Context: an optimization exercise on an open-source flow, tuned for small area, a short achievable clock period and few clock cycles per item. The choices shown serve that exercise and are no tape-out recipe.
No functional check of the RTL was part of any run shown here.

==> flow/design.v (outline; a module is shown in full before it is edited, if it fits) <==
// module sigmoid_unit: 461 lines
// module pfx_row_h3_11_11: 45 lines
// module pfx_row_h3_12_12: 51 lines
// module pfx_row_h3_13_13: 53 lines
// module pfx_row_h3_14_14: 57 lines
// module pfx_row_h3_15_15: 61 lines
// module pfx_row_bk_16_16: 67 lines
// module pfx_row_bk_17_16: 69 lines
module sigmoid_unit (
    input  wire               clk,
    input  wire               rst,
    input  wire               in_valid,
    input  wire signed [15:0] net_in,
    output wire               out_valid,
    output wire signed [31:0] f_net,
    output wire signed [31:0] x,
    output wire signed [31:0] y,
    output wire signed [31:0] z
);
  // ...
==> flow/flow/run.sh <==
#!/bin/bash
set -euo pipefail
export BUFFER_PORTS_ARGS="-buffer_cell sky130_fd_sc_hd__buf_2"
bash standard.sh > standard.log 2>&1
==> flow/standard.sh <==
#!/bin/bash
# synth_recipe.tcl (not shown) runs the flow's synth.tcl, then flattens the netlist and writes it again
# the make line also repeats each setting of config.mk as NAME=value (left out here)
make -C /OpenROAD-flow-scripts/flow DESIGN_CONFIG=/design/flow/config.mk WORK_HOME=/design/flow/orfs CLKGATE_MAP_FILE= SYNTH_SCRIPT=/design/flow/synth_recipe.tcl "${@:-finish}"
==> flow/config.mk <==
export PLATFORM = sky130hd
export DESIGN_NAME = sigmoid_unit
export DESIGN_NICKNAME = sigmoid_unit
export VERILOG_FILES = /design/flow/design.v
export SDC_FILE = /design/flow/constraint.sdc
export NUM_CORES = 4
export LEC_CHECK = 0
export ABC_AREA = 1
export CAP_MARGIN = 20
export CORE_MARGIN = 2
export CORE_UTILIZATION = 40
export SLEW_MARGIN = 20
==> flow/constraint.sdc <==
create_clock -name core_clock -period 62.0 [get_ports {clk}]
set_input_delay 12.4000 -clock core_clock [delete_from_list [all_inputs] [get_ports {clk}]]
set_output_delay 12.4000 -clock core_clock [all_outputs]
set_load 0.01 [all_outputs]
==> summary.md, run 1 <==
| Metric | Value |
|---|---|
| Outcome | timing/DRC/antenna clean |
| Share of final layout cell area taken by non-clock buffers | 4.37% |
| R2r setup slk | 49,280 ps |
| DRT Pass-1 Iters | 5 |
| Buffering stage count on the worst path with inverters included | 1 |
| Number of global-route vias before repair | 8,406 |
| Fill cell count | 2,910 |
| Count of nets after finishing | 1,737 |
| Top routing layer used | met4 |
| Number of cells in the finished layout apart from fillers | 1,880 |
| CTS buffer count | 9 |
| I/O pin cnt | 148 |
| Compound-gate portion of the synthesized area | 10.1% |
| Count of pins over their slew limit | 0 |
| Crit Reg-Reg Startpoint | net_q[15] |
| H-tree Lvls | 3 |
| Area of the die | 29,400 µm² |
| Proportion of cell area occupied by registers | 17.3% |
| DIE HEIGHT | 172 µm |
| Total of endpoints with negative setup slack in the final report | 0 |
| Antenna violations before repair | 0 |
| Top post-synthesis cells by count | 351 x sky130_fd_sc_hd__nand2_1, 188 x sky130_fd_sc_hd__inv_1, 141 x sky130_fd_sc_hd__ha_1 |
| Routed length on met1 | 11,000 µm |
| Count of final hold-check violations | 0 |
| Number of clock-tree buffers in the layout | 10 |
==> module sigmoid_unit, before the edit <==
module sigmoid_unit (
    input  wire               clk,
    input  wire               rst,
    input  wire               in_valid,
    input  wire signed [15:0] net_in,
    output wire               out_valid,
    output wire signed [31:0] f_net,
    output wire signed [31:0] x,
    output wire signed [31:0] y,
    output wire signed [31:0] z
);
reg [15:0] net_q;
reg        v0;
always @(posedge clk) begin
    net_q <= net_in;
    v0    <= in_valid & ~rst;
end
wire        s0 = net_q[15];
wire [15:0] d0;
wire [16:0] d0_p, d0_g;
assign d0_g[0] = s0; assign d0_p[0] = 1'b0;
assign d0_p[1] = (net_q[0] ^ s0) ^ (1'b0); assign d0_g[1] = (net_q[0] ^ s0) & (1'b0);
assign d0_p[2] = (net_q[1] ^ s0) ^ (1'b0); assign d0_g[2] = (net_q[1] ^ s0) & (1'b0);
assign d0_p[3] = (net_q[2] ^ s0) ^ (1'b0); assign d0_g[3] = (net_q[2] ^ s0) & (1'b0);
assign d0_p[4] = (net_q[3] ^ s0) ^ (1'b1); assign d0_g[4] = (net_q[3] ^ s0) & (1'b1);
assign d0_p[5] = (net_q[4] ^ s0) ^ (1'b0); assign d0_g[5] = (net_q[4] ^ s0) & (1'b0);
assign d0_p[6] = (net_q[5] ^ s0) ^ (1'b1); assign d0_g[6] = (net_q[5] ^ s0) & (1'b1);
assign d0_p[7] = (net_q[6] ^ s0) ^ (1'b1); assign d0_g[7] = (net_q[6] ^ s0) & (1'b1);
assign d0_p[8] = (net_q[7] ^ s0) ^ (1'b1); assign d0_g[8] = (net_q[7] ^ s0) & (1'b1);
assign d0_p[9] = (net_q[8] ^ s0) ^ (1'b1); assign d0_g[9] = (net_q[8] ^ s0) & (1'b1);
assign d0_p[10] = (net_q[9] ^ s0) ^ (1'b1); assign d0_g[10] = (net_q[9] ^ s0) & (1'b1);
assign d0_p[11] = (net_q[10] ^ s0) ^ (1'b0); assign d0_g[11] = (net_q[10] ^ s0) & (1'b0);
assign d0_p[12] = (net_q[11] ^ s0) ^ (1'b0); assign d0_g[12] = (net_q[11] ^ s0) & (1'b0);
assign d0_p[13] = (net_q[12] ^ s0) ^ (1'b0); assign d0_g[13] = (net_q[12] ^ s0) & (1'b0);
assign d0_p[14] = (net_q[13] ^ s0) ^ (1'b0); assign d0_g[14] = (net_q[13] ^ s0) & (1'b0);
assign d0_p[15] = (net_q[14] ^ s0) ^ (1'b0); assign d0_g[15] = (net_q[14] ^ s0) & (1'b0);
assign d0_p[16] = (net_q[15] ^ s0) ^ (1'b0); assign d0_g[16] = (net_q[15] ^ s0) & (1'b0);
wire d0_g0_1 = d0_g[1] | (d0_p[1] & d0_g[0]);
wire d0_p0_1 = d0_p[1] & d0_p[0];
wire d0_g0_4 = d0_g[4] | (d0_p[4] & d0_g[3]);
wire d0_p0_4 = d0_p[4] & d0_p[3];
wire d0_g0_7 = d0_g[7] | (d0_p[7] & d0_g[6]);
wire d0_p0_7 = d0_p[7] & d0_p[6];
wire d0_g0_10 = d0_g[10] | (d0_p[10] & d0_g[9]);
wire d0_p0_10 = d0_p[10] & d0_p[9];
wire d0_g0_13 = d0_g[13] | (d0_p[13] & d0_g[12]);
wire d0_p0_13 = d0_p[13] & d0_p[12];
wire d0_g0_16 = d0_g[16] | (d0_p[16] & d0_g[15]);
wire d0_p0_16 = d0_p[16] & d0_p[15];
wire d0_g1_2 = d0_g[2] | (d0_p[2] & d0_g0_1);
wire d0_p1_2 = d0_p[2] & d0_p0_1;
wire d0_g1_5 = d0_g[5] | (d0_p[5] & d0_g0_4);
wire d0_p1_5 = d0_p[5] & d0_p0_4;
wire d0_g1_8 = d0_g[8] | (d0_p[8] & d0_g0_7);
wire d0_p1_8 = d0_p[8] & d0_p0_7;
wire d0_g1_11 = d0_g[11] | (d0_p[11] & d0_g0_10);
wire d0_p1_11 = d0_p[11] & d0_p0_10;
wire d0_g1_14 = d0_g[14] | (d0_p[14] & d0_g0_13);
wire d0_p1_14 = d0_p[14] & d0_p0_13;
wire d0_g2_5 = d0_g1_5 | (d0_p1_5 & d0_g1_2);
wire d0_p2_5 = d0_p1_5 & d0_p1_2;
wire d0_g2_11 = d0_g1_11 | (d0_p1_11 & d0_g1_8);
wire d0_p2_11 = d0_p1_11 & d0_p1_8;
wire d0_g3_8 = d0_g1_8 | (d0_p1_8 & d0_g2_5);
wire d0_p3_8 = d0_p1_8 & d0_p2_5;
wire d0_g3_11 = d0_g2_11 | (d0_p2_11 & d0_g2_5);
wire d0_p3_11 = d0_p2_11 & d0_p2_5;
wire d0_g4_14 = d0_g1_14 | (d0_p1_14 & d0_g3_11);
wire d0_p4_14 = d0_p1_14 & d0_p3_11;
wire d0_g5_3 = d0_g[3] | (d0_p[3] & d0_g1_2);
wire d0_p5_3 = d0_p[3] & d0_p1_2;
wire d0_g5_4 = d0_g0_4 | (d0_p0_4 & d0_g1_2);
wire d0_p5_4 = d0_p0_4 & d0_p1_2;
wire d0_g5_6 = d0_g[6] | (d0_p[6] & d0_g2_5);
wire d0_p5_6 = d0_p[6] & d0_p2_5;
wire d0_g5_7 = d0_g0_7 | (d0_p0_7 & d0_g2_5);
wire d0_p5_7 = d0_p0_7 & d0_p2_5;
wire d0_g5_9 = d0_g[9] | (d0_p[9] & d0_g3_8);
wire d0_p5_9 = d0_p[9] & d0_p3_8;
wire d0_g5_10 = d0_g0_10 | (d0_p0_10 & d0_g3_8);
wire d0_p5_10 = d0_p0_10 & d0_p3_8;
wire d0_g5_12 = d0_g[12] | (d0_p[12] & d0_g3_11);
wire d0_p5_12 = d0_p[12] & d0_p3_11;
wire d0_g5_13 = d0_g0_13 | (d0_p0_13 & d0_g3_11);
wire d0_p5_13 = d0_p0_13 & d0_p3_11;
wire d0_g5_15 = d0_g[15] | (d0_p[15] & d0_g4_14);
wire d0_p5_15 = d0_p[15] & d0_p4_14;
wire d0_g5_16 = d0_g0_16 | (d0_p0_16 & d0_g4_14);
wire d0_p5_16 = d0_p0_16 & d0_p4_14;
assign d0[0] = d0_p[1] ^ d0_g[0];
assign d0[1] = d0_p[2] ^ d0_g0_1;
assign d0[2] = d0_p[3] ^ d0_g1_2;
assign d0[3] = d0_p[4] ^ d0_g5_3;
assign d0[4] = d0_p[5] ^ d0_g5_4;
assign d0[5] = d0_p[6] ^ d0_g2_5;
assign d0[6] = d0_p[7] ^ d0_g5_6;
assign d0[7] = d0_p[8] ^ d0_g5_7;
assign d0[8] = d0_p[9] ^ d0_g3_8;
assign d0[9] = d0_p[10] ^ d0_g5_9;
assign d0[10] = d0_p[11] ^ d0_g5_10;
assign d0[11] = d0_p[12] ^ d0_g3_11;
assign d0[12] = d0_p[13] ^ d0_g5_12;
assign d0[13] = d0_p[14] ^ d0_g5_13;
assign d0[14] = d0_p[15] ^ d0_g4_14;
assign d0[15] = d0_p[16] ^ d0_g5_15;
wire [10:0] tk9 = 11'd1953;
wire [10:0] df9;
wire        ge9;
pfx_row_h3_11_11 row9 (.t(tk9), .d(d0[10:0]), .hz(~|d0[15:11]), .ge(ge9), .r(df9));
wire [10:0] tr9 = df9;
wire [11:0] tk8 = {tr9, 1'b0};
wire [11:0] df8;
wire        ge8;
pfx_row_h3_12_12 row8 (.t(tk8), .d(d0[11:0]), .hz(~|d0[15:12]), .ge(ge8), .r(df8));
wire [11:0] tr8 = df8;
wire [12:0] tk7 = {tr8, 1'b0};
wire [12:0] df7;
wire        ge7;
pfx_row_h3_13_13 row7 (.t(tk7), .d(d0[12:0]), .hz(~|d0[15:13]), .ge(ge7), .r(df7));
wire [12:0] tr7 = df7;
wire [13:0] tk6 = {tr7, 1'b0};
wire [13:0] df6;
wire        ge6;
pfx_row_h3_14_14 row6 (.t(tk6), .d(d0[13:0]), .hz(~|d0[15:14]), .ge(ge6), .r(df6));
wire [13:0] tr6 = df6;
wire [14:0] tk5 = {tr6, 1'b1};
wire [14:0] df5;
wire        ge5;
pfx_row_h3_15_15 row5 (.t(tk5), .d(d0[14:0]), .hz(~|d0[15:15]), .ge(ge5), .r(df5));
wire [14:0] tr5 = df5;
reg [15:0] d1;
reg        s1;
reg        v1;
reg [14:0] t1;
reg        q9_1;
reg        q8_1;
reg        q7_1;
reg        q6_1;
reg        q5_1;
always @(posedge clk) begin
    d1 <= d0;
    s1 <= s0;
    v1 <= v0 & ~rst;
    t1 <= tr5;
    q9_1 <= ge9;
    q8_1 <= ge8;
    q7_1 <= ge7;
    q6_1 <= ge6;
    q5_1 <= ge5;
end
wire [15:0] tk4 = {t1, 1'b1};
wire [15:0] df4;
wire        ge4;
pfx_row_bk_16_16 row4 (.t(tk4), .d(d1[15:0]), .hz(1'b1), .ge(ge4), .r(df4));
wire [15:0] tr4 = df4;
wire [16:0] tk3 = {tr4, 1'b1};
wire [15:0] df3;
wire        ge3;
pfx_row_bk_17_16 row3 (.t(tk3), .d(d1[15:0]), .hz(1'b1), .ge(ge3), .r(df3));
wire [15:0] tr3 = df3;
wire [16:0] tk2 = {tr3, 1'b1};
wire [15:0] df2;
wire        ge2;
pfx_row_bk_17_16 row2 (.t(tk2), .d(d1[15:0]), .hz(1'b1), .ge(ge2), .r(df2));
wire [15:0] tr2 = df2;
wire [16:0] tk1 = {tr2, 1'b1};
wire [15:0] df1;
wire        ge1;
pfx_row_bk_17_16 row1 (.t(tk1), .d(d1[15:0]), .hz(1'b1), .ge(ge1), .r(df1));
wire [15:0] tr1 = df1;
wire [16:0] tk0 = {tr1, 1'b1};
wire [15:0] df0;
wire        ge0;
pfx_row_bk_17_16 row0 (.t(tk0), .d(d1[15:0]), .hz(1'b1), .ge(ge0), .r(df0));
wire [8:0]  qh = {q9_1, q8_1, q7_1, q6_1, q5_1, ge4, ge3, ge2, ge1};
wire        q0 = ge0;
wire [8:0]  v   = 9'd499 - qh;
wire [9:0]  nv  = 10'd0 - {1'b0, v};
wire [9:0]  zp  = 10'd999 - {1'b0, qh};
wire [9:0]  qh1 = {1'b0, qh} + 10'd1;
wire [9:0]  yv  = s1 ? (q0 ? {nv[8:0], 1'b0} : {~v, 1'b1}) : {v, ~q0};
wire [9:0]  zv  = s1 ? (q0 ? qh1 : {1'b0, qh}) : zp;
wire        yneg0 = s1 & (d1 >= 16'd1002);
wire        yneg1 = s1 & (d1 != 16'd1001);
wire        yneg2 = s1 & ((|d1[15:10]) | (d1[9:0] >= 10'd1002));
wire        yneg3 = s1 & (d1[15:1] != 15'd500);
wire [15:0] nn;
wire [16:0] nn_p, nn_g;
assign nn_g[0] = 1'b0; assign nn_p[0] = 1'b0;
assign nn_p[1] = (d1[0] ^ s1) ^ (s1); assign nn_g[1] = (d1[0] ^ s1) & (s1);
assign nn_p[2] = (d1[1] ^ s1) ^ (1'b0); assign nn_g[2] = (d1[1] ^ s1) & (1'b0);
assign nn_p[3] = (d1[2] ^ s1) ^ (1'b0); assign nn_g[3] = (d1[2] ^ s1) & (1'b0);
assign nn_p[4] = (d1[3] ^ s1) ^ (1'b1); assign nn_g[4] = (d1[3] ^ s1) & (1'b1);
assign nn_p[5] = (d1[4] ^ s1) ^ (~s1); assign nn_g[5] = (d1[4] ^ s1) & (~s1);
assign nn_p[6] = (d1[5] ^ s1) ^ (s1); assign nn_g[6] = (d1[5] ^ s1) & (s1);
assign nn_p[7] = (d1[6] ^ s1) ^ (s1); assign nn_g[7] = (d1[6] ^ s1) & (s1);
assign nn_p[8] = (d1[7] ^ s1) ^ (s1); assign nn_g[8] = (d1[7] ^ s1) & (s1);
assign nn_p[9] = (d1[8] ^ s1) ^ (s1); assign nn_g[9] = (d1[8] ^ s1) & (s1);
assign nn_p[10] = (d1[9] ^ s1) ^ (s1); assign nn_g[10] = (d1[9] ^ s1) & (s1);
assign nn_p[11] = (d1[10] ^ s1) ^ (~s1); assign nn_g[11] = (d1[10] ^ s1) & (~s1);
assign nn_p[12] = (d1[11] ^ s1) ^ (~s1); assign nn_g[12] = (d1[11] ^ s1) & (~s1);
assign nn_p[13] = (d1[12] ^ s1) ^ (~s1); assign nn_g[13] = (d1[12] ^ s1) & (~s1);
assign nn_p[14] = (d1[13] ^ s1) ^ (~s1); assign nn_g[14] = (d1[13] ^ s1) & (~s1);
assign nn_p[15] = (d1[14] ^ s1) ^ (~s1); assign nn_g[15] = (d1[14] ^ s1) & (~s1);
assign nn_p[16] = (d1[15] ^ s1) ^ (~s1); assign nn_g[16] = (d1[15] ^ s1) & (~s1);
wire nn_g0_1 = nn_g[1] | (nn_p[1] & nn_g[0]);
wire nn_p0_1 = nn_p[1] & nn_p[0];
wire nn_g1_2 = nn_g[2] | (nn_p[2] & nn_g0_1);
wire nn_p1_2 = nn_p[2] & nn_p0_1;
wire nn_g2_3 = nn_g[3] | (nn_p[3] & nn_g1_2);
wire nn_p2_3 = nn_p[3] & nn_p1_2;
wire nn_g3_4 = nn_g[4] | (nn_p[4] & nn_g2_3);
wire nn_p3_4 = nn_p[4] & nn_p2_3;
wire nn_g4_5 = nn_g[5] | (nn_p[5] & nn_g3_4);
wire nn_p4_5 = nn_p[5] & nn_p3_4;
wire nn_g5_6 = nn_g[6] | (nn_p[6] & nn_g4_5);
wire nn_p5_6 = nn_p[6] & nn_p4_5;
wire nn_g6_7 = nn_g[7] | (nn_p[7] & nn_g5_6);
wire nn_p6_7 = nn_p[7] & nn_p5_6;
wire nn_g7_8 = nn_g[8] | (nn_p[8] & nn_g6_7);
wire nn_p7_8 = nn_p[8] & nn_p6_7;
wire nn_g8_9 = nn_g[9] | (nn_p[9] & nn_g7_8);
wire nn_p8_9 = nn_p[9] & nn_p7_8;
wire nn_g9_10 = nn_g[10] | (nn_p[10] & nn_g8_9);
wire nn_p9_10 = nn_p[10] & nn_p8_9;
wire nn_g10_11 = nn_g[11] | (nn_p[11] & nn_g9_10);
wire nn_p10_11 = nn_p[11] & nn_p9_10;
wire nn_g11_12 = nn_g[12] | (nn_p[12] & nn_g10_11);
wire nn_p11_12 = nn_p[12] & nn_p10_11;
wire nn_g12_13 = nn_g[13] | (nn_p[13] & nn_g11_12);
wire nn_p12_13 = nn_p[13] & nn_p11_12;
wire nn_g13_14 = nn_g[14] | (nn_p[14] & nn_g12_13);
wire nn_p13_14 = nn_p[14] & nn_p12_13;
wire nn_g14_15 = nn_g[15] | (nn_p[15] & nn_g13_14);
wire nn_p14_15 = nn_p[15] & nn_p13_14;
wire nn_g15_16 = nn_g[16] | (nn_p[16] & nn_g14_15);
wire nn_p15_16 = nn_p[16] & nn_p14_15;
assign nn[0] = nn_p[1] ^ nn_g[0];
assign nn[1] = nn_p[2] ^ nn_g0_1;
assign nn[2] = nn_p[3] ^ nn_g1_2;
assign nn[3] = nn_p[4] ^ nn_g2_3;
assign nn[4] = nn_p[5] ^ nn_g3_4;
assign nn[5] = nn_p[6] ^ nn_g4_5;
assign nn[6] = nn_p[7] ^ nn_g5_6;
assign nn[7] = nn_p[8] ^ nn_g6_7;
assign nn[8] = nn_p[9] ^ nn_g7_8;
assign nn[9] = nn_p[10] ^ nn_g8_9;
assign nn[10] = nn_p[11] ^ nn_g9_10;
assign nn[11] = nn_p[12] ^ nn_g10_11;
assign nn[12] = nn_p[13] ^ nn_g11_12;
assign nn[13] = nn_p[14] ^ nn_g12_13;
assign nn[14] = nn_p[15] ^ nn_g13_14;
assign nn[15] = nn_p[16] ^ nn_g14_15;
wire [21:0] n22  = {{6{s1}}, nn};
wire [21:0] x1;
wire [22:0] x1_p, x1_g;
assign x1_g[0] = 1'b0; assign x1_p[0] = 1'b0;
assign x1_p[1] = (n22[0]) ^ (1'b0); assign x1_g[1] = (n22[0]) & (1'b0);
assign x1_p[2] = (n22[1]) ^ (1'b0); assign x1_g[2] = (n22[1]) & (1'b0);
assign x1_p[3] = (n22[2]) ^ (1'b0); assign x1_g[3] = (n22[2]) & (1'b0);
assign x1_p[4] = (n22[3]) ^ (1'b0); assign x1_g[4] = (n22[3]) & (1'b0);
assign x1_p[5] = (n22[4]) ^ (1'b0); assign x1_g[5] = (n22[4]) & (1'b0);
assign x1_p[6] = (n22[5]) ^ (1'b0); assign x1_g[6] = (n22[5]) & (1'b0);
assign x1_p[7] = (n22[6]) ^ (1'b0); assign x1_g[7] = (n22[6]) & (1'b0);
assign x1_p[8] = (n22[7]) ^ (n22[0]); assign x1_g[8] = (n22[7]) & (n22[0]);
assign x1_p[9] = (n22[8]) ^ (n22[1]); assign x1_g[9] = (n22[8]) & (n22[1]);
assign x1_p[10] = (n22[9]) ^ (n22[2]); assign x1_g[10] = (n22[9]) & (n22[2]);
assign x1_p[11] = (n22[10]) ^ (n22[3]); assign x1_g[11] = (n22[10]) & (n22[3]);
assign x1_p[12] = (n22[11]) ^ (n22[4]); assign x1_g[12] = (n22[11]) & (n22[4]);
assign x1_p[13] = (n22[12]) ^ (n22[5]); assign x1_g[13] = (n22[12]) & (n22[5]);
assign x1_p[14] = (n22[13]) ^ (n22[6]); assign x1_g[14] = (n22[13]) & (n22[6]);
assign x1_p[15] = (n22[14]) ^ (n22[7]); assign x1_g[15] = (n22[14]) & (n22[7]);
assign x1_p[16] = (n22[15]) ^ (n22[8]); assign x1_g[16] = (n22[15]) & (n22[8]);
assign x1_p[17] = (n22[16]) ^ (n22[9]); assign x1_g[17] = (n22[16]) & (n22[9]);
assign x1_p[18] = (n22[17]) ^ (n22[10]); assign x1_g[18] = (n22[17]) & (n22[10]);
assign x1_p[19] = (n22[18]) ^ (n22[11]); assign x1_g[19] = (n22[18]) & (n22[11]);
assign x1_p[20] = (n22[19]) ^ (n22[12]); assign x1_g[20] = (n22[19]) & (n22[12]);
assign x1_p[21] = (n22[20]) ^ (n22[13]); assign x1_g[21] = (n22[20]) & (n22[13]);
assign x1_p[22] = (n22[21]) ^ (n22[14]); assign x1_g[22] = (n22[21]) & (n22[14]);
wire x1_g0_1 = x1_g[1] | (x1_p[1] & x1_g[0]);
wire x1_p0_1 = x1_p[1] & x1_p[0];
wire x1_g1_2 = x1_g[2] | (x1_p[2] & x1_g0_1);
wire x1_p1_2 = x1_p[2] & x1_p0_1;
wire x1_g2_3 = x1_g[3] | (x1_p[3] & x1_g1_2);
wire x1_p2_3 = x1_p[3] & x1_p1_2;
wire x1_g3_4 = x1_g[4] | (x1_p[4] & x1_g2_3);
wire x1_p3_4 = x1_p[4] & x1_p2_3;
wire x1_g4_5 = x1_g[5] | (x1_p[5] & x1_g3_4);
wire x1_p4_5 = x1_p[5] & x1_p3_4;
wire x1_g5_6 = x1_g[6] | (x1_p[6] & x1_g4_5);
wire x1_p5_6 = x1_p[6] & x1_p4_5;
wire x1_g6_7 = x1_g[7] | (x1_p[7] & x1_g5_6);
wire x1_p6_7 = x1_p[7] & x1_p5_6;
wire x1_g7_8 = x1_g[8] | (x1_p[8] & x1_g6_7);
wire x1_p7_8 = x1_p[8] & x1_p6_7;
wire x1_g8_9 = x1_g[9] | (x1_p[9] & x1_g7_8);
wire x1_p8_9 = x1_p[9] & x1_p7_8;
wire x1_g9_10 = x1_g[10] | (x1_p[10] & x1_g8_9);
wire x1_p9_10 = x1_p[10] & x1_p8_9;
wire x1_g10_11 = x1_g[11] | (x1_p[11] & x1_g9_10);
wire x1_p10_11 = x1_p[11] & x1_p9_10;
wire x1_g11_12 = x1_g[12] | (x1_p[12] & x1_g10_11);
wire x1_p11_12 = x1_p[12] & x1_p10_11;
wire x1_g12_13 = x1_g[13] | (x1_p[13] & x1_g11_12);
wire x1_p12_13 = x1_p[13] & x1_p11_12;
wire x1_g13_14 = x1_g[14] | (x1_p[14] & x1_g12_13);
wire x1_p13_14 = x1_p[14] & x1_p12_13;
wire x1_g14_15 = x1_g[15] | (x1_p[15] & x1_g13_14);
wire x1_p14_15 = x1_p[15] & x1_p13_14;
wire x1_g15_16 = x1_g[16] | (x1_p[16] & x1_g14_15);
wire x1_p15_16 = x1_p[16] & x1_p14_15;
wire x1_g16_17 = x1_g[17] | (x1_p[17] & x1_g15_16);
wire x1_p16_17 = x1_p[17] & x1_p15_16;
wire x1_g17_18 = x1_g[18] | (x1_p[18] & x1_g16_17);
wire x1_p17_18 = x1_p[18] & x1_p16_17;
wire x1_g18_19 = x1_g[19] | (x1_p[19] & x1_g17_18);
wire x1_p18_19 = x1_p[19] & x1_p17_18;
wire x1_g19_20 = x1_g[20] | (x1_p[20] & x1_g18_19);
wire x1_p19_20 = x1_p[20] & x1_p18_19;
wire x1_g20_21 = x1_g[21] | (x1_p[21] & x1_g19_20);
wire x1_p20_21 = x1_p[21] & x1_p19_20;
wire x1_g21_22 = x1_g[22] | (x1_p[22] & x1_g20_21);
wire x1_p21_22 = x1_p[22] & x1_p20_21;
assign x1[0] = x1_p[1] ^ x1_g[0];
assign x1[1] = x1_p[2] ^ x1_g0_1;
assign x1[2] = x1_p[3] ^ x1_g1_2;
assign x1[3] = x1_p[4] ^ x1_g2_3;
assign x1[4] = x1_p[5] ^ x1_g3_4;
assign x1[5] = x1_p[6] ^ x1_g4_5;
assign x1[6] = x1_p[7] ^ x1_g5_6;
assign x1[7] = x1_p[8] ^ x1_g6_7;
assign x1[8] = x1_p[9] ^ x1_g7_8;
assign x1[9] = x1_p[10] ^ x1_g8_9;
assign x1[10] = x1_p[11] ^ x1_g9_10;
assign x1[11] = x1_p[12] ^ x1_g10_11;
assign x1[12] = x1_p[13] ^ x1_g11_12;
assign x1[13] = x1_p[14] ^ x1_g12_13;
assign x1[14] = x1_p[15] ^ x1_g13_14;
assign x1[15] = x1_p[16] ^ x1_g14_15;
assign x1[16] = x1_p[17] ^ x1_g15_16;
assign x1[17] = x1_p[18] ^ x1_g16_17;
assign x1[18] = x1_p[19] ^ x1_g17_18;
assign x1[19] = x1_p[20] ^ x1_g18_19;
assign x1[20] = x1_p[21] ^ x1_g19_20;
assign x1[21] = x1_p[22] ^ x1_g20_21;
wire [21:0] xx;
wire [22:0] xx_p, xx_g;
assign xx_g[0] = 1'b1; assign xx_p[0] = 1'b0;
assign xx_p[1] = (x1[0]) ^ (1'b1); assign xx_g[1] = (x1[0]) & (1'b1);
assign xx_p[2] = (x1[1]) ^ (1'b1); assign xx_g[2] = (x1[1]) & (1'b1);
assign xx_p[3] = (x1[2]) ^ (~n22[0]); assign xx_g[3] = (x1[2]) & (~n22[0]);
assign xx_p[4] = (x1[3]) ^ (~n22[1]); assign xx_g[4] = (x1[3]) & (~n22[1]);
assign xx_p[5] = (x1[4]) ^ (~n22[2]); assign xx_g[5] = (x1[4]) & (~n22[2]);
assign xx_p[6] = (x1[5]) ^ (~n22[3]); assign xx_g[6] = (x1[5]) & (~n22[3]);
assign xx_p[7] = (x1[6]) ^ (~n22[4]); assign xx_g[7] = (x1[6]) & (~n22[4]);
assign xx_p[8] = (x1[7]) ^ (~n22[5]); assign xx_g[8] = (x1[7]) & (~n22[5]);
assign xx_p[9] = (x1[8]) ^ (~n22[6]); assign xx_g[9] = (x1[8]) & (~n22[6]);
assign xx_p[10] = (x1[9]) ^ (~n22[7]); assign xx_g[10] = (x1[9]) & (~n22[7]);
assign xx_p[11] = (x1[10]) ^ (~n22[8]); assign xx_g[11] = (x1[10]) & (~n22[8]);
assign xx_p[12] = (x1[11]) ^ (~n22[9]); assign xx_g[12] = (x1[11]) & (~n22[9]);
assign xx_p[13] = (x1[12]) ^ (~n22[10]); assign xx_g[13] = (x1[12]) & (~n22[10]);
assign xx_p[14] = (x1[13]) ^ (~n22[11]); assign xx_g[14] = (x1[13]) & (~n22[11]);
assign xx_p[15] = (x1[14]) ^ (~n22[12]); assign xx_g[15] = (x1[14]) & (~n22[12]);
assign xx_p[16] = (x1[15]) ^ (~n22[13]); assign xx_g[16] = (x1[15]) & (~n22[13]);
assign xx_p[17] = (x1[16]) ^ (~n22[14]); assign xx_g[17] = (x1[16]) & (~n22[14]);
assign xx_p[18] = (x1[17]) ^ (~n22[15]); assign xx_g[18] = (x1[17]) & (~n22[15]);
assign xx_p[19] = (x1[18]) ^ (~n22[16]); assign xx_g[19] = (x1[18]) & (~n22[16]);
assign xx_p[20] = (x1[19]) ^ (~n22[17]); assign xx_g[20] = (x1[19]) & (~n22[17]);
assign xx_p[21] = (x1[20]) ^ (~n22[18]); assign xx_g[21] = (x1[20]) & (~n22[18]);
assign xx_p[22] = (x1[21]) ^ (~n22[19]); assign xx_g[22] = (x1[21]) & (~n22[19]);
wire xx_g0_1 = xx_g[1] | (xx_p[1] & xx_g[0]);
wire xx_p0_1 = xx_p[1] & xx_p[0];
wire xx_g1_2 = xx_g[2] | (xx_p[2] & xx_g0_1);
wire xx_p1_2 = xx_p[2] & xx_p0_1;
wire xx_g2_3 = xx_g[3] | (xx_p[3] & xx_g1_2);
wire xx_p2_3 = xx_p[3] & xx_p1_2;
wire xx_g3_4 = xx_g[4] | (xx_p[4] & xx_g2_3);
wire xx_p3_4 = xx_p[4] & xx_p2_3;
wire xx_g4_5 = xx_g[5] | (xx_p[5] & xx_g3_4);
wire xx_p4_5 = xx_p[5] & xx_p3_4;
wire xx_g5_6 = xx_g[6] | (xx_p[6] & xx_g4_5);
wire xx_p5_6 = xx_p[6] & xx_p4_5;
wire xx_g6_7 = xx_g[7] | (xx_p[7] & xx_g5_6);
wire xx_p6_7 = xx_p[7] & xx_p5_6;
wire xx_g7_8 = xx_g[8] | (xx_p[8] & xx_g6_7);
wire xx_p7_8 = xx_p[8] & xx_p6_7;
wire xx_g8_9 = xx_g[9] | (xx_p[9] & xx_g7_8);
wire xx_p8_9 = xx_p[9] & xx_p7_8;
wire xx_g9_10 = xx_g[10] | (xx_p[10] & xx_g8_9);
wire xx_p9_10 = xx_p[10] & xx_p8_9;
wire xx_g10_11 = xx_g[11] | (xx_p[11] & xx_g9_10);
wire xx_p10_11 = xx_p[11] & xx_p9_10;
wire xx_g11_12 = xx_g[12] | (xx_p[12] & xx_g10_11);
wire xx_p11_12 = xx_p[12] & xx_p10_11;
wire xx_g12_13 = xx_g[13] | (xx_p[13] & xx_g11_12);
wire xx_p12_13 = xx_p[13] & xx_p11_12;
wire xx_g13_14 = xx_g[14] | (xx_p[14] & xx_g12_13);
wire xx_p13_14 = xx_p[14] & xx_p12_13;
wire xx_g14_15 = xx_g[15] | (xx_p[15] & xx_g13_14);
wire xx_p14_15 = xx_p[15] & xx_p13_14;
wire xx_g15_16 = xx_g[16] | (xx_p[16] & xx_g14_15);
wire xx_p15_16 = xx_p[16] & xx_p14_15;
wire xx_g16_17 = xx_g[17] | (xx_p[17] & xx_g15_16);
wire xx_p16_17 = xx_p[17] & xx_p15_16;
wire xx_g17_18 = xx_g[18] | (xx_p[18] & xx_g16_17);
wire xx_p17_18 = xx_p[18] & xx_p16_17;
wire xx_g18_19 = xx_g[19] | (xx_p[19] & xx_g17_18);
wire xx_p18_19 = xx_p[19] & xx_p17_18;
wire xx_g19_20 = xx_g[20] | (xx_p[20] & xx_g18_19);
wire xx_p19_20 = xx_p[20] & xx_p18_19;
wire xx_g20_21 = xx_g[21] | (xx_p[21] & xx_g19_20);
wire xx_p20_21 = xx_p[21] & xx_p19_20;
wire xx_g21_22 = xx_g[22] | (xx_p[22] & xx_g20_21);
wire xx_p21_22 = xx_p[22] & xx_p20_21;
assign xx[0] = xx_p[1] ^ xx_g[0];
assign xx[1] = xx_p[2] ^ xx_g0_1;
assign xx[2] = xx_p[3] ^ xx_g1_2;
assign xx[3] = xx_p[4] ^ xx_g2_3;
assign xx[4] = xx_p[5] ^ xx_g3_4;
assign xx[5] = xx_p[6] ^ xx_g4_5;
assign xx[6] = xx_p[7] ^ xx_g5_6;
assign xx[7] = xx_p[8] ^ xx_g6_7;
assign xx[8] = xx_p[9] ^ xx_g7_8;
assign xx[9] = xx_p[10] ^ xx_g8_9;
assign xx[10] = xx_p[11] ^ xx_g9_10;
assign xx[11] = xx_p[12] ^ xx_g10_11;
assign xx[12] = xx_p[13] ^ xx_g11_12;
assign xx[13] = xx_p[14] ^ xx_g12_13;
assign xx[14] = xx_p[15] ^ xx_g13_14;
assign xx[15] = xx_p[16] ^ xx_g14_15;
assign xx[16] = xx_p[17] ^ xx_g15_16;
assign xx[17] = xx_p[18] ^ xx_g16_17;
assign xx[18] = xx_p[19] ^ xx_g17_18;
assign xx[19] = xx_p[20] ^ xx_g18_19;
assign xx[20] = xx_p[21] ^ xx_g19_20;
assign xx[21] = xx_p[22] ^ xx_g20_21;
reg        vo;
reg [2:0] xs;
reg [3:0] ys;
reg [21:0] xr;
reg [9:0]  yr;
reg [9:0]  zr;
always @(posedge clk) begin
    vo <= v1 & ~rst;
    xs[0] <= s1;
    xs[1] <= s1 & (d1 != 16'd1000);
    xs[2] <= nn[15];
    ys[0] <= yneg0;
    ys[1] <= yneg1;
    ys[2] <= yneg2;
    ys[3] <= yneg3;
    xr <= xx;
    yr <= yv;
    zr <= zv;
end
assign out_valid = vo;
assign x     = {xs[0], xs[0], xs[0], xs[1], xs[1], xs[2], xs[2], xr, 3'b000};
assign y     = {ys[0], ys[0], ys[0], ys[0], ys[0], ys[0], ys[1], ys[1], ys[1], ys[1], ys[1], ys[2], ys[2], ys[2], ys[2], ys[2], ys[2], ys[3], ys[3], ys[3], ys[3], ys[3], yr};
assign z     = {21'd0, zr, yr[0]};
assign f_net = {22'd0, zr};
endmodule
==> run 2: changes to the inputs <==
--- a/flow/design.v
+++ b/flow/design.v
@@ -17,91 +17,5 @@
 end
 wire        s0 = net_q[15];
-wire [15:0] d0;
-wire [16:0] d0_p, d0_g;
-assign d0_g[0] = s0; assign d0_p[0] = 1'b0;
-assign d0_p[1] = (net_q[0] ^ s0) ^ (1'b0); assign d0_g[1] = (net_q[0] ^ s0) & (1'b0);
-assign d0_p[2] = (net_q[1] ^ s0) ^ (1'b0); assign d0_g[2] = (net_q[1] ^ s0) & (1'b0);
-assign d0_p[3] = (net_q[2] ^ s0) ^ (1'b0); assign d0_g[3] = (net_q[2] ^ s0) & (1'b0);
-assign d0_p[4] = (net_q[3] ^ s0) ^ (1'b1); assign d0_g[4] = (net_q[3] ^ s0) & (1'b1);
-assign d0_p[5] = (net_q[4] ^ s0) ^ (1'b0); assign d0_g[5] = (net_q[4] ^ s0) & (1'b0);
-assign d0_p[6] = (net_q[5] ^ s0) ^ (1'b1); assign d0_g[6] = (net_q[5] ^ s0) & (1'b1);
-assign d0_p[7] = (net_q[6] ^ s0) ^ (1'b1); assign d0_g[7] = (net_q[6] ^ s0) & (1'b1);
-assign d0_p[8] = (net_q[7] ^ s0) ^ (1'b1); assign d0_g[8] = (net_q[7] ^ s0) & (1'b1);
-assign d0_p[9] = (net_q[8] ^ s0) ^ (1'b1); assign d0_g[9] = (net_q[8] ^ s0) & (1'b1);
-assign d0_p[10] = (net_q[9] ^ s0) ^ (1'b1); assign d0_g[10] = (net_q[9] ^ s0) & (1'b1);
-assign d0_p[11] = (net_q[10] ^ s0) ^ (1'b0); assign d0_g[11] = (net_q[10] ^ s0) & (1'b0);
-assign d0_p[12] = (net_q[11] ^ s0) ^ (1'b0); assign d0_g[12] = (net_q[11] ^ s0) & (1'b0);
-assign d0_p[13] = (net_q[12] ^ s0) ^ (1'b0); assign d0_g[13] = (net_q[12] ^ s0) & (1'b0);
-assign d0_p[14] = (net_q[13] ^ s0) ^ (1'b0); assign d0_g[14] = (net_q[13] ^ s0) & (1'b0);
-assign d0_p[15] = (net_q[14] ^ s0) ^ (1'b0); assign d0_g[15] = (net_q[14] ^ s0) & (1'b0);
-assign d0_p[16] = (net_q[15] ^ s0) ^ (1'b0); assign d0_g[16] = (net_q[15] ^ s0) & (1'b0);
-wire d0_g0_1 = d0_g[1] | (d0_p[1] & d0_g[0]);
-wire d0_p0_1 = d0_p[1] & d0_p[0];
-wire d0_g0_4 = d0_g[4] | (d0_p[4] & d0_g[3]);
-wire d0_p0_4 = d0_p[4] & d0_p[3];
-wire d0_g0_7 = d0_g[7] | (d0_p[7] & d0_g[6]);
-wire d0_p0_7 = d0_p[7] & d0_p[6];
-wire d0_g0_10 = d0_g[10] | (d0_p[10] & d0_g[9]);
-wire d0_p0_10 = d0_p[10] & d0_p[9];
-wire d0_g0_13 = d0_g[13] | (d0_p[13] & d0_g[12]);
-wire d0_p0_13 = d0_p[13] & d0_p[12];
-wire d0_g0_16 = d0_g[16] | (d0_p[16] & d0_g[15]);
-wire d0_p0_16 = d0_p[16] & d0_p[15];
-wire d0_g1_2 = d0_g[2] | (d0_p[2] & d0_g0_1);
-wire d0_p1_2 = d0_p[2] & d0_p0_1;
-wire d0_g1_5 = d0_g[5] | (d0_p[5] & d0_g0_4);
-wire d0_p1_5 = d0_p[5] & d0_p0_4;
-wire d0_g1_8 = d0_g[8] | (d0_p[8] & d0_g0_7);
-wire d0_p1_8 = d0_p[8] & d0_p0_7;
-wire d0_g1_11 = d0_g[11] | (d0_p[11] & d0_g0_10);
-wire d0_p1_11 = d0_p[11] & d0_p0_10;
-wire d0_g1_14 = d0_g[14] | (d0_p[14] & d0_g0_13);
-wire d0_p1_14 = d0_p[14] & d0_p0_13;
-wire d0_g2_5 = d0_g1_5 | (d0_p1_5 & d0_g1_2);
-wire d0_p2_5 = d0_p1_5 & d0_p1_2;
-wire d0_g2_11 = d0_g1_11 | (d0_p1_11 & d0_g1_8);
-wire d0_p2_11 = d0_p1_11 & d0_p1_8;
-wire d0_g3_8 = d0_g1_8 | (d0_p1_8 & d0_g2_5);
-wire d0_p3_8 = d0_p1_8 & d0_p2_5;
-wire d0_g3_11 = d0_g2_11 | (d0_p2_11 & d0_g2_5);
-wire d0_p3_11 = d0_p2_11 & d0_p2_5;
-wire d0_g4_14 = d0_g1_14 | (d0_p1_14 & d0_g3_11);
-wire d0_p4_14 = d0_p1_14 & d0_p3_11;
-wire d0_g5_3 = d0_g[3] | (d0_p[3] & d0_g1_2);
-wire d0_p5_3 = d0_p[3] & d0_p1_2;
-wire d0_g5_4 = d0_g0_4 | (d0_p0_4 & d0_g1_2);
-wire d0_p5_4 = d0_p0_4 & d0_p1_2;
-wire d0_g5_6 = d0_g[6] | (d0_p[6] & d0_g2_5);
-wire d0_p5_6 = d0_p[6] & d0_p2_5;
-wire d0_g5_7 = d0_g0_7 | (d0_p0_7 & d0_g2_5);
-wire d0_p5_7 = d0_p0_7 & d0_p2_5;
-wire d0_g5_9 = d0_g[9] | (d0_p[9] & d0_g3_8);
-wire d0_p5_9 = d0_p[9] & d0_p3_8;
-wire d0_g5_10 = d0_g0_10 | (d0_p0_10 & d0_g3_8);
-wire d0_p5_10 = d0_p0_10 & d0_p3_8;
-wire d0_g5_12 = d0_g[12] | (d0_p[12] & d0_g3_11);
-wire d0_p5_12 = d0_p[12] & d0_p3_11;
-wire d0_g5_13 = d0_g0_13 | (d0_p0_13 & d0_g3_11);
-wire d0_p5_13 = d0_p0_13 & d0_p3_11;
-wire d0_g5_15 = d0_g[15] | (d0_p[15] & d0_g4_14);
-wire d0_p5_15 = d0_p[15] & d0_p4_14;
-wire d0_g5_16 = d0_g0_16 | (d0_p0_16 & d0_g4_14);
-wire d0_p5_16 = d0_p0_16 & d0_p4_14;
-assign d0[0] = d0_p[1] ^ d0_g[0];
-assign d0[1] = d0_p[2] ^ d0_g0_1;
-assign d0[2] = d0_p[3] ^ d0_g1_2;
-assign d0[3] = d0_p[4] ^ d0_g5_3;
-assign d0[4] = d0_p[5] ^ d0_g5_4;
-assign d0[5] = d0_p[6] ^ d0_g2_5;
-assign d0[6] = d0_p[7] ^ d0_g5_6;
-assign d0[7] = d0_p[8] ^ d0_g5_7;
-assign d0[8] = d0_p[9] ^ d0_g3_8;
-assign d0[9] = d0_p[10] ^ d0_g5_9;
-assign d0[10] = d0_p[11] ^ d0_g5_10;
-assign d0[11] = d0_p[12] ^ d0_g3_11;
-assign d0[12] = d0_p[13] ^ d0_g5_12;
-assign d0[13] = d0_p[14] ^ d0_g5_13;
-assign d0[14] = d0_p[15] ^ d0_g4_14;
-assign d0[15] = d0_p[16] ^ d0_g5_15;
+wire [15:0] d0 = (net_q ^ {16{s0}}) + {15'd0, s0} + 16'd1000;
 wire [10:0] tk9 = 11'd1953;
 wire [10:0] df9;
@@ -175,8 +89,226 @@
 wire [8:0]  qh = {q9_1, q8_1, q7_1, q6_1, q5_1, ge4, ge3, ge2, ge1};
 wire        q0 = ge0;
-wire [8:0]  v   = 9'd499 - qh;
-wire [9:0]  nv  = 10'd0 - {1'b0, v};
-wire [9:0]  zp  = 10'd999 - {1'b0, qh};
-wire [9:0]  qh1 = {1'b0, qh} + 10'd1;
+wire [8:0] v;
+wire [9:0] v_p, v_g;
+assign v_g[0] = 1'b0; assign v_p[0] = 1'b0;
+assign v_p[1] = (~qh[0]) ^ (1'b0); assign v_g[1] = (~qh[0]) & (1'b0);
+assign v_p[2] = (~qh[1]) ^ (1'b0); assign v_g[2] = (~qh[1]) & (1'b0);
+assign v_p[3] = (~qh[2]) ^ (1'b1); assign v_g[3] = (~qh[2]) & (1'b1);
+assign v_p[4] = (~qh[3]) ^ (1'b0); assign v_g[4] = (~qh[3]) & (1'b0);
+assign v_p[5] = (~qh[4]) ^ (1'b1); assign v_g[5] = (~qh[4]) & (1'b1);
+assign v_p[6] = (~qh[5]) ^ (1'b1); assign v_g[6] = (~qh[5]) & (1'b1);
+assign v_p[7] = (~qh[6]) ^ (1'b1); assign v_g[7] = (~qh[6]) & (1'b1);
+assign v_p[8] = (~qh[7]) ^ (1'b1); assign v_g[8] = (~qh[7]) & (1'b1);
+assign v_p[9] = (~qh[8]) ^ (1'b1); assign v_g[9] = (~qh[8]) & (1'b1);
+wire v_g0_1 = v_g[1] | (v_p[1] & v_g[0]);
+wire v_p0_1 = v_p[1] & v_p[0];
+wire v_g0_3 = v_g[3] | (v_p[3] & v_g[2]);
+wire v_p0_3 = v_p[3] & v_p[2];
+wire v_g0_5 = v_g[5] | (v_p[5] & v_g[4]);
+wire v_p0_5 = v_p[5] & v_p[4];
+wire v_g0_7 = v_g[7] | (v_p[7] & v_g[6]);
+wire v_p0_7 = v_p[7] & v_p[6];
+wire v_g0_9 = v_g[9] | (v_p[9] & v_g[8]);
+wire v_p0_9 = v_p[9] & v_p[8];
+wire v_g1_2 = v_g[2] | (v_p[2] & v_g0_1);
+wire v_p1_2 = v_p[2] & v_p0_1;
+wire v_g1_3 = v_g0_3 | (v_p0_3 & v_g0_1);
+wire v_p1_3 = v_p0_3 & v_p0_1;
+wire v_g1_6 = v_g[6] | (v_p[6] & v_g0_5);
+wire v_p1_6 = v_p[6] & v_p0_5;
+wire v_g1_7 = v_g0_7 | (v_p0_7 & v_g0_5);
+wire v_p1_7 = v_p0_7 & v_p0_5;
+wire v_g2_4 = v_g[4] | (v_p[4] & v_g1_3);
+wire v_p2_4 = v_p[4] & v_p1_3;
+wire v_g2_5 = v_g0_5 | (v_p0_5 & v_g1_3);
+wire v_p2_5 = v_p0_5 & v_p1_3;
+wire v_g2_6 = v_g1_6 | (v_p1_6 & v_g1_3);
+wire v_p2_6 = v_p1_6 & v_p1_3;
+wire v_g2_7 = v_g1_7 | (v_p1_7 & v_g1_3);
+wire v_p2_7 = v_p1_7 & v_p1_3;
+wire v_g3_8 = v_g[8] | (v_p[8] & v_g2_7);
+wire v_p3_8 = v_p[8] & v_p2_7;
+wire v_g3_9 = v_g0_9 | (v_p0_9 & v_g2_7);
+wire v_p3_9 = v_p0_9 & v_p2_7;
+assign v[0] = v_p[1] ^ v_g[0];
+assign v[1] = v_p[2] ^ v_g0_1;
+assign v[2] = v_p[3] ^ v_g1_2;
+assign v[3] = v_p[4] ^ v_g1_3;
+assign v[4] = v_p[5] ^ v_g2_4;
+assign v[5] = v_p[6] ^ v_g2_5;
+assign v[6] = v_p[7] ^ v_g2_6;
+assign v[7] = v_p[8] ^ v_g2_7;
+assign v[8] = v_p[9] ^ v_g3_8;
+wire [9:0] nv;
+wire [10:0] nv_p, nv_g;
+assign nv_g[0] = 1'b0; assign nv_p[0] = 1'b0;
+assign nv_p[1] = (qh[0]) ^ (1'b1); assign nv_g[1] = (qh[0]) & (1'b1);
+assign nv_p[2] = (qh[1]) ^ (1'b0); assign nv_g[2] = (qh[1]) & (1'b0);
+assign nv_p[3] = (qh[2]) ^ (1'b1); assign nv_g[3] = (qh[2]) & (1'b1);
+assign nv_p[4] = (qh[3]) ^ (1'b1); assign nv_g[4] = (qh[3]) & (1'b1);
+assign nv_p[5] = (qh[4]) ^ (1'b0); assign nv_g[5] = (qh[4]) & (1'b0);
+assign nv_p[6] = (qh[5]) ^ (1'b0); assign nv_g[6] = (qh[5]) & (1'b0);
+assign nv_p[7] = (qh[6]) ^ (1'b0); assign nv_g[7] = (qh[6]) & (1'b0);
+assign nv_p[8] = (qh[7]) ^ (1'b0); assign nv_g[8] = (qh[7]) & (1'b0);
+assign nv_p[9] = (qh[8]) ^ (1'b0); assign nv_g[9] = (qh[8]) & (1'b0);
+assign nv_p[10] = (1'b0) ^ (1'b1); assign nv_g[10] = (1'b0) & (1'b1);
+wire nv_g0_1 = nv_g[1] | (nv_p[1] & nv_g[0]);
+wire nv_p0_1 = nv_p[1] & nv_p[0];
+wire nv_g0_3 = nv_g[3] | (nv_p[3] & nv_g[2]);
+wire nv_p0_3 = nv_p[3] & nv_p[2];
+wire nv_g0_5 = nv_g[5] | (nv_p[5] & nv_g[4]);
+wire nv_p0_5 = nv_p[5] & nv_p[4];
+wire nv_g0_7 = nv_g[7] | (nv_p[7] & nv_g[6]);
+wire nv_p0_7 = nv_p[7] & nv_p[6];
+wire nv_g0_9 = nv_g[9] | (nv_p[9] & nv_g[8]);
+wire nv_p0_9 = nv_p[9] & nv_p[8];
+wire nv_g1_2 = nv_g[2] | (nv_p[2] & nv_g0_1);
+wire nv_p1_2 = nv_p[2] & nv_p0_1;
+wire nv_g1_3 = nv_g0_3 | (nv_p0_3 & nv_g0_1);
+wire nv_p1_3 = nv_p0_3 & nv_p0_1;
+wire nv_g1_6 = nv_g[6] | (nv_p[6] & nv_g0_5);
+wire nv_p1_6 = nv_p[6] & nv_p0_5;
+wire nv_g1_7 = nv_g0_7 | (nv_p0_7 & nv_g0_5);
+wire nv_p1_7 = nv_p0_7 & nv_p0_5;
+wire nv_g1_10 = nv_g[10] | (nv_p[10] & nv_g0_9);
+wire nv_p1_10 = nv_p[10] & nv_p0_9;
+wire nv_g2_4 = nv_g[4] | (nv_p[4] & nv_g1_3);
+wire nv_p2_4 = nv_p[4] & nv_p1_3;
+wire nv_g2_5 = nv_g0_5 | (nv_p0_5 & nv_g1_3);
+wire nv_p2_5 = nv_p0_5 & nv_p1_3;
+wire nv_g2_6 = nv_g1_6 | (nv_p1_6 & nv_g1_3);
+wire nv_p2_6 = nv_p1_6 & nv_p1_3;
+wire nv_g2_7 = nv_g1_7 | (nv_p1_7 & nv_g1_3);
+wire nv_p2_7 = nv_p1_7 & nv_p1_3;
+wire nv_g3_8 = nv_g[8] | (nv_p[8] & nv_g2_7);
+wire nv_p3_8 = nv_p[8] & nv_p2_7;
+wire nv_g3_9 = nv_g0_9 | (nv_p0_9 & nv_g2_7);
+wire nv_p3_9 = nv_p0_9 & nv_p2_7;
+wire nv_g3_10 = nv_g1_10 | (nv_p1_10 & nv_g2_7);
+wire nv_p3_10 = nv_p1_10 & nv_p2_7;
+assign nv[0] = nv_p[1] ^ nv_g[0];
+assign nv[1] = nv_p[2] ^ nv_g0_1;
+assign nv[2] = nv_p[3] ^ nv_g1_2;
+assign nv[3] = nv_p[4] ^ nv_g1_3;
+assign nv[4] = nv_p[5] ^ nv_g2_4;
+assign nv[5] = nv_p[6] ^ nv_g2_5;
+assign nv[6] = nv_p[7] ^ nv_g2_6;
+assign nv[7] = nv_p[8] ^ nv_g2_7;
+assign nv[8] = nv_p[9] ^ nv_g3_8;
+assign nv[9] = nv_p[10] ^ nv_g3_9;
+wire [9:0] zp;
+wire [10:0] zp_p, zp_g;
+assign zp_g[0] = 1'b0; assign zp_p[0] = 1'b0;
+assign zp_p[1] = (~qh[0]) ^ (1'b0); assign zp_g[1] = (~qh[0]) & (1'b0);
+assign zp_p[2] = (~qh[1]) ^ (1'b0); assign zp_g[2] = (~qh[1]) & (1'b0);
+assign zp_p[3] = (~qh[2]) ^ (1'b0); assign zp_g[3] = (~qh[2]) & (1'b0);
+assign zp_p[4] = (~qh[3]) ^ (1'b1); assign zp_g[4] = (~qh[3]) & (1'b1);
+assign zp_p[5] = (~qh[4]) ^ (1'b0); assign zp_g[5] = (~qh[4]) & (1'b0);
+assign zp_p[6] = (~qh[5]) ^ (1'b1); assign zp_g[6] = (~qh[5]) & (1'b1);
+assign zp_p[7] = (~qh[6]) ^ (1'b1); assign zp_g[7] = (~qh[6]) & (1'b1);
+assign zp_p[8] = (~qh[7]) ^ (1'b1); assign zp_g[8] = (~qh[7]) & (1'b1);
+assign zp_p[9] = (~qh[8]) ^ (1'b1); assign zp_g[9] = (~qh[8]) & (1'b1);
+assign zp_p[10] = (1'b1) ^ (1'b1); assign zp_g[10] = (1'b1) & (1'b1);
+wire zp_g0_1 = zp_g[1] | (zp_p[1] & zp_g[0]);
+wire zp_p0_1 = zp_p[1] & zp_p[0];
+wire zp_g0_3 = zp_g[3] | (zp_p[3] & zp_g[2]);
+wire zp_p0_3 = zp_p[3] & zp_p[2];
+wire zp_g0_5 = zp_g[5] | (zp_p[5] & zp_g[4]);
+wire zp_p0_5 = zp_p[5] & zp_p[4];
+wire zp_g0_7 = zp_g[7] | (zp_p[7] & zp_g[6]);
+wire zp_p0_7 = zp_p[7] & zp_p[6];
+wire zp_g0_9 = zp_g[9] | (zp_p[9] & zp_g[8]);
+wire zp_p0_9 = zp_p[9] & zp_p[8];
+wire zp_g1_2 = zp_g[2] | (zp_p[2] & zp_g0_1);
+wire zp_p1_2 = zp_p[2] & zp_p0_1;
+wire zp_g1_3 = zp_g0_3 | (zp_p0_3 & zp_g0_1);
+wire zp_p1_3 = zp_p0_3 & zp_p0_1;
+wire zp_g1_6 = zp_g[6] | (zp_p[6] & zp_g0_5);
+wire zp_p1_6 = zp_p[6] & zp_p0_5;
+wire zp_g1_7 = zp_g0_7 | (zp_p0_7 & zp_g0_5);
+wire zp_p1_7 = zp_p0_7 & zp_p0_5;
+wire zp_g1_10 = zp_g[10] | (zp_p[10] & zp_g0_9);
+wire zp_p1_10 = zp_p[10] & zp_p0_9;
+wire zp_g2_4 = zp_g[4] | (zp_p[4] & zp_g1_3);
+wire zp_p2_4 = zp_p[4] & zp_p1_3;
+wire zp_g2_5 = zp_g0_5 | (zp_p0_5 & zp_g1_3);
+wire zp_p2_5 = zp_p0_5 & zp_p1_3;
+wire zp_g2_6 = zp_g1_6 | (zp_p1_6 & zp_g1_3);
+wire zp_p2_6 = zp_p1_6 & zp_p1_3;
+wire zp_g2_7 = zp_g1_7 | (zp_p1_7 & zp_g1_3);
+wire zp_p2_7 = zp_p1_7 & zp_p1_3;
+wire zp_g3_8 = zp_g[8] | (zp_p[8] & zp_g2_7);
+wire zp_p3_8 = zp_p[8] & zp_p2_7;
+wire zp_g3_9 = zp_g0_9 | (zp_p0_9 & zp_g2_7);
+wire zp_p3_9 = zp_p0_9 & zp_p2_7;
+wire zp_g3_10 = zp_g1_10 | (zp_p1_10 & zp_g2_7);
+wire zp_p3_10 = zp_p1_10 & zp_p2_7;
+assign zp[0] = zp_p[1] ^ zp_g[0];
+assign zp[1] = zp_p[2] ^ zp_g0_1;
+assign zp[2] = zp_p[3] ^ zp_g1_2;
+assign zp[3] = zp_p[4] ^ zp_g1_3;
+assign zp[4] = zp_p[5] ^ zp_g2_4;
+assign zp[5] = zp_p[6] ^ zp_g2_5;
+assign zp[6] = zp_p[7] ^ zp_g2_6;
+assign zp[7] = zp_p[8] ^ zp_g2_7;
+assign zp[8] = zp_p[9] ^ zp_g3_8;
+assign zp[9] = zp_p[10] ^ zp_g3_9;
+wire [9:0] qh1;
+wire [10:0] qh1_p, qh1_g;
+assign qh1_g[0] = 1'b1; assign qh1_p[0] = 1'b0;
+assign qh1_p[1] = (qh[0]) ^ (1'b0); assign qh1_g[1] = (qh[0]) & (1'b0);
+assign qh1_p[2] = (qh[1]) ^ (1'b0); assign qh1_g[2] = (qh[1]) & (1'b0);
+assign qh1_p[3] = (qh[2]) ^ (1'b0); assign qh1_g[3] = (qh[2]) & (1'b0);
+assign qh1_p[4] = (qh[3]) ^ (1'b0); assign qh1_g[4] = (qh[3]) & (1'b0);
+assign qh1_p[5] = (qh[4]) ^ (1'b0); assign qh1_g[5] = (qh[4]) & (1'b0);
+assign qh1_p[6] = (qh[5]) ^ (1'b0); assign qh1_g[6] = (qh[5]) & (1'b0);
+assign qh1_p[7] = (qh[6]) ^ (1'b0); assign qh1_g[7] = (qh[6]) & (1'b0);
+assign qh1_p[8] = (qh[7]) ^ (1'b0); assign qh1_g[8] = (qh[7]) & (1'b0);
+assign qh1_p[9] = (qh[8]) ^ (1'b0); assign qh1_g[9] = (qh[8]) & (1'b0);
+assign qh1_p[10] = (1'b0) ^ (1'b0); assign qh1_g[10] = (1'b0) & (1'b0);
+wire qh1_g0_1 = qh1_g[1] | (qh1_p[1] & qh1_g[0]);
+wire qh1_p0_1 = qh1_p[1] & qh1_p[0];
+wire qh1_g0_3 = qh1_g[3] | (qh1_p[3] & qh1_g[2]);
+wire qh1_p0_3 = qh1_p[3] & qh1_p[2];
+wire qh1_g0_5 = qh1_g[5] | (qh1_p[5] & qh1_g[4]);
+wire qh1_p0_5 = qh1_p[5] & qh1_p[4];
+wire qh1_g0_7 = qh1_g[7] | (qh1_p[7] & qh1_g[6]);
+wire qh1_p0_7 = qh1_p[7] & qh1_p[6];
+wire qh1_g0_9 = qh1_g[9] | (qh1_p[9] & qh1_g[8]);
+wire qh1_p0_9 = qh1_p[9] & qh1_p[8];
+wire qh1_g1_2 = qh1_g[2] | (qh1_p[2] & qh1_g0_1);
+wire qh1_p1_2 = qh1_p[2] & qh1_p0_1;
+wire qh1_g1_3 = qh1_g0_3 | (qh1_p0_3 & qh1_g0_1);
+wire qh1_p1_3 = qh1_p0_3 & qh1_p0_1;
+wire qh1_g1_6 = qh1_g[6] | (qh1_p[6] & qh1_g0_5);
+wire qh1_p1_6 = qh1_p[6] & qh1_p0_5;
+wire qh1_g1_7 = qh1_g0_7 | (qh1_p0_7 & qh1_g0_5);
+wire qh1_p1_7 = qh1_p0_7 & qh1_p0_5;
+wire qh1_g1_10 = qh1_g[10] | (qh1_p[10] & qh1_g0_9);
+wire qh1_p1_10 = qh1_p[10] & qh1_p0_9;
+wire qh1_g2_4 = qh1_g[4] | (qh1_p[4] & qh1_g1_3);
+wire qh1_p2_4 = qh1_p[4] & qh1_p1_3;
+wire qh1_g2_5 = qh1_g0_5 | (qh1_p0_5 & qh1_g1_3);
+wire qh1_p2_5 = qh1_p0_5 & qh1_p1_3;
+wire qh1_g2_6 = qh1_g1_6 | (qh1_p1_6 & qh1_g1_3);
+wire qh1_p2_6 = qh1_p1_6 & qh1_p1_3;
+wire qh1_g2_7 = qh1_g1_7 | (qh1_p1_7 & qh1_g1_3);
+wire qh1_p2_7 = qh1_p1_7 & qh1_p1_3;
+wire qh1_g3_8 = qh1_g[8] | (qh1_p[8] & qh1_g2_7);
+wire qh1_p3_8 = qh1_p[8] & qh1_p2_7;
+wire qh1_g3_9 = qh1_g0_9 | (qh1_p0_9 & qh1_g2_7);
+wire qh1_p3_9 = qh1_p0_9 & qh1_p2_7;
+wire qh1_g3_10 = qh1_g1_10 | (qh1_p1_10 & qh1_g2_7);
+wire qh1_p3_10 = qh1_p1_10 & qh1_p2_7;
+assign qh1[0] = qh1_p[1] ^ qh1_g[0];
+assign qh1[1] = qh1_p[2] ^ qh1_g0_1;
+assign qh1[2] = qh1_p[3] ^ qh1_g1_2;
+assign qh1[3] = qh1_p[4] ^ qh1_g1_3;
+assign qh1[4] = qh1_p[5] ^ qh1_g2_4;
+assign qh1[5] = qh1_p[6] ^ qh1_g2_5;
+assign qh1[6] = qh1_p[7] ^ qh1_g2_6;
+assign qh1[7] = qh1_p[8] ^ qh1_g2_7;
+assign qh1[8] = qh1_p[9] ^ qh1_g3_8;
+assign qh1[9] = qh1_p[10] ^ qh1_g3_9;
 wire [9:0]  yv  = s1 ? (q0 ? {nv[8:0], 1'b0} : {~v, 1'b1}) : {v, ~q0};
 wire [9:0]  zv  = s1 ? (q0 ? qh1 : {1'b0, qh}) : zp;
==> run 2 against run 1 <==
Compared with the run above: core utilization grew 0.092 points; final cell count grew 0.16%; clock skew is essentially flat; non-clock buffer count grew 3; sequential share of layout area is essentially flat; wire length shrank 6.3%; critical path depth is the same; design area is essentially flat; sequential cell count is the same; largest cell class unchanged; highest routed layer unchanged.
==> summary.md, run 2 <==
| Metric | Value |
|---|---|
| Outcome | timing/DRC/antenna clean |
| First-pass GRT wire length | 37,700 µm |
| Synthesized instance count | 1,450 |
| Register bank with the most flops | xr |
| DIE HEIGHT | 171 µm (-0.29%) |
| Worst-case hold path end point | v1 |
| Clock Pin Slew Worst Setup and Hold Paths | 80 ps |
| Antenna violations before repair | 0 (unchanged) |
| Post-route DRC violation count | 0 |
| Unrepaired setup endpoints after global routing | false |
| Routability cong. | 0.862 |
| Ys flop type | sky130_fd_sc_hd__dfxtp_1 |
| Multi-input logic area | 7780 µm² |
| Final worst clock skew | 14.0 ps |
| Fill cell count | 2,830 (-2.7%) |
| DRT Pass-1 Iters | 4 (-1) |
| Number of sinks on the clock net | 103 |
| Number of storage elements in the synthesis netlist | 103 |
| Pin count of the biggest net entering global routing | 47 |
| Wirelength per Cell | 11.8 µm |
| Cell types occupying the most area after synthesis | sky130_fd_sc_hd__dfxtp_1 18%, sky130_fd_sc_hd__ha_1 16%, sky130_fd_sc_hd__fa_1 14%, sky130_fd_sc_hd__nand2_1 12%, sky130_fd_sc_hd__inv_1 6.2% |
| Crit Reg-Reg Startpoint | d1[2] |
| Critical path start-end classification | reg2out |
| Number of flops mapped to enable cells by yosys | 0 |
| Count of buffers added by post-CTS timing repair for setup | 0 |
| Buffering stage count on the worst path with inverters included | 1 (unchanged) |
| Count of pins over their slew limit | 0 (unchanged) |
| Count of instances resized after the clock tree is built | 0 |
| Commonest non-fill, non-tap cells in the layout | 357 x sky130_fd_sc_hd__nand2_1, 184 x sky130_fd_sc_hd__inv_1, 140 x sky130_fd_sc_hd__ha_1, 102 x sky130_fd_sc_hd__dfxtp_1, 101 x sky130_fd_sc_hd__buf_2 |
| Transition time at the pin with the least slew margin | 773 ps |
| Count of nets after finishing | 1,739 (+0.12%) |
| Hold/Removal Path Class | reg2reg |
| FF+latch area | 2060 µm² |
| CTS hold repair buffers | 0 |
| Worst Min Path Start | v0 |
| Final period utilization | 21.4% |
| Core ar. | 27,600 µm² |
| R2r setup slk | 49,820 ps (+540 ps) |
| Number of rows created at floorplan | 61 |
| HPWL reported at the end of detailed placement | 18,700 µm |
| Setup tns final | 0 ps |
| Sequential fraction of the synthesis area | 18.5% |
| Area growth from synthesis to layout | 6.66% |
| Netlist Area Pre-Place | 11,200 µm² |
| Area post-placement | 11,600 µm² |
| Critical Path AT | 880 ps |
| Avg Inst Size Synth | 7.69 µm² |
| Cell with the most instances after synthesis | sky130_fd_sc_hd__nand2_1 |
| Largest stage delay, worst path | 370 ps |
| Via count normalized by instance count | 4.63 |
| Post-DRT Antenna Nets | 0 |
| Count of cells along the worst hold path | 2 |
| Area fraction of the dominant cell type after synthesis | 18.5% |
| Endpoint class of the critical path | primary output |
| Count of final hold-check violations | 0 (unchanged) |
| Cell chain of the critical path | buf_2 |
| Wire length reported by the detailed router | 22,200 µm |
| Commonest non-fill, non-tap cell in the layout | sky130_fd_sc_hd__nand2_1 |
| CTS tree | done |
| Deepest clock path buffer count | 2 |
| Count of buffers inserted at the top-level ports | 101 |
| Vias after detailed routing | 8,715 |
| Area of the die | 29,200 µm² (-0.59%) |
| CP Data Required Time | 49,600 ps |
| Count of distinct cell types in the synthesized netlist | 49 |
| Post-route standard cell area excluding fillers | 11,900 µm² |
| Top post-synthesis cells by count | 357 x sky130_fd_sc_hd__nand2_1, 184 x sky130_fd_sc_hd__inv_1, 140 x sky130_fd_sc_hd__ha_1 |
| H-tree Lvls | 3 (unchanged) |
| Number of flip-flops under the largest register name | 22 |
| CTS buffer count | 9 (unchanged) |
| Largest registers | xr: 22 flops, d1: 16 flops, net_q: 16 flops |
| Antenna fix cells | 0 |
| I/O pin cnt | 148 (unchanged) |
| Clock latency on the worst-skew pair | 360 ps |
| Crit. path cell count | 1 |
| Clock Root Buffer | sky130_fd_sc_hd__clkbuf_16 |
| CP Launch Type | flip-flop |
| Largest area contributor in the netlist | sky130_fd_sc_hd__dfxtp_1 |
| Number of global-route vias before repair | 8,292 (-1.4%) |
| Crit-path slowest cell | sky130_fd_sc_hd__dfxtp_1 |
| Number of cells on the worst reg-to-reg path | 58 |
| Violation count after the first detailed-routing iteration | 291 |
| Top cell family by delay on the critical path | flip-flops |
| Achievable frequency | 75.3 MHz |
| Die boundary width | 171 µm |
| Initial standard-cell utilization of the core | 40.4% |
| Final critical-path required period | 13,280 ps |
| CP max FO | 6 |
| Total Routing Usage GR | 16.0% |
| Total of endpoints with negative setup slack in the final report | 0 (unchanged) |
| Fraction of synthesis flops using an asynchronous set or reset pin | 0% |
| Number of warnings reported in the yosys synthesis log | 1 |
| Global route total overflow | 0 |
| Proportion of layout cells with a drive suffix above 1 | 11.2% |
| Rel. slew slack | 48.1% |
| Maxcap violations | 0 |
| Critical register-to-register path endpoint | zr[3] |
[run 2: layer usage]
layer  vias to the layer above  track usage [%]  wire (µm)
met5                         -                0          0
met4                         0             5.05        445
met3                        20             1.71        595
met2                       150             29.5      10700
met1                      3926             19.4      10400
li1                       4619                -          -
[run 2: how the worst max path moves through the flow]
stage / from / to / slack [ps]
global route: d1[2] / zr[3] / 48310
floorplan: ys[2] / y[16] / 49030
detailed placement: ys[0] / y[30] / 49090
CTS: ys[0] / y[30] / 48710
global placement: ys[0] / y[28] / 49100
finish: ys[0] / y[30] / 48720
[run 2: final cells by class]
cell class / instances / share of cell area, %
Clock buffer: 11 / 2.12
Clock inverter: 5 / 0.536
Inverter: 193 / 6.09
Multi-Input combinational cell: 1087 / 65.4
Sequential cell: 103 / 17.3
Tap cell: 378 / 3.97
Timing Repair Buffer: 106 / 4.56
[run 2: through the flow]
step           hold slack (ps)  instances  setup slack [ps]  util [%]
6_report                   405       1883             48720      43.1
3_3_place_gp               392       1867             49100      41.9
5_1_grt                    444       1883             48310      43.1
2_1_floorplan              367       1495             49030         -
3_5_place_dp               396       1867             49090      41.9
4_1_cts                    407       1883             48710      43.0
[run 2: logic make-up after synthesis]
logic type / count (synthesis) / share of synthesized area [%]
and+or+nand+nor: 536 / 21.0
buffers and inverters: 305 / 13.4
adders and majority gates: 220 / 30.1
AOI/OAI and AO/OA: 189 / 9.35
DFF: 103 / 18.5
xor gates and xnor gates: 96 / 7.67
other: 1 / 0.0336

[port drivers added, routing unchanged]
How much do the figures lean on ideal ports? The routed layouts below were timed once more, with nothing changed but the port constraints.
Step 1, drivers: a clkbuf_16 drives clk and a buf_2 each remaining input, both assumed.
Step 2 also shifts input and output timing later by t, the mid clock arrival at the registers, as if the neighbouring blocks saw the same clock.
Slacks: ideal ports / drivers / drivers and shift; pairs: ideal ports / drivers.
| run | t (ns) | slack for setup (ns) | clock arrival spread, ns |
|---|---|---|---|
| run 1 | 0.398 | 48.699 / 48.655 / 49.053 | 0.014 / 0.014 |
| run 2 | 0.403 | 48.725 / 48.677 / 49.080 | 0.015 / 0.015 |
After both steps setup and hold are still met in every run listed.
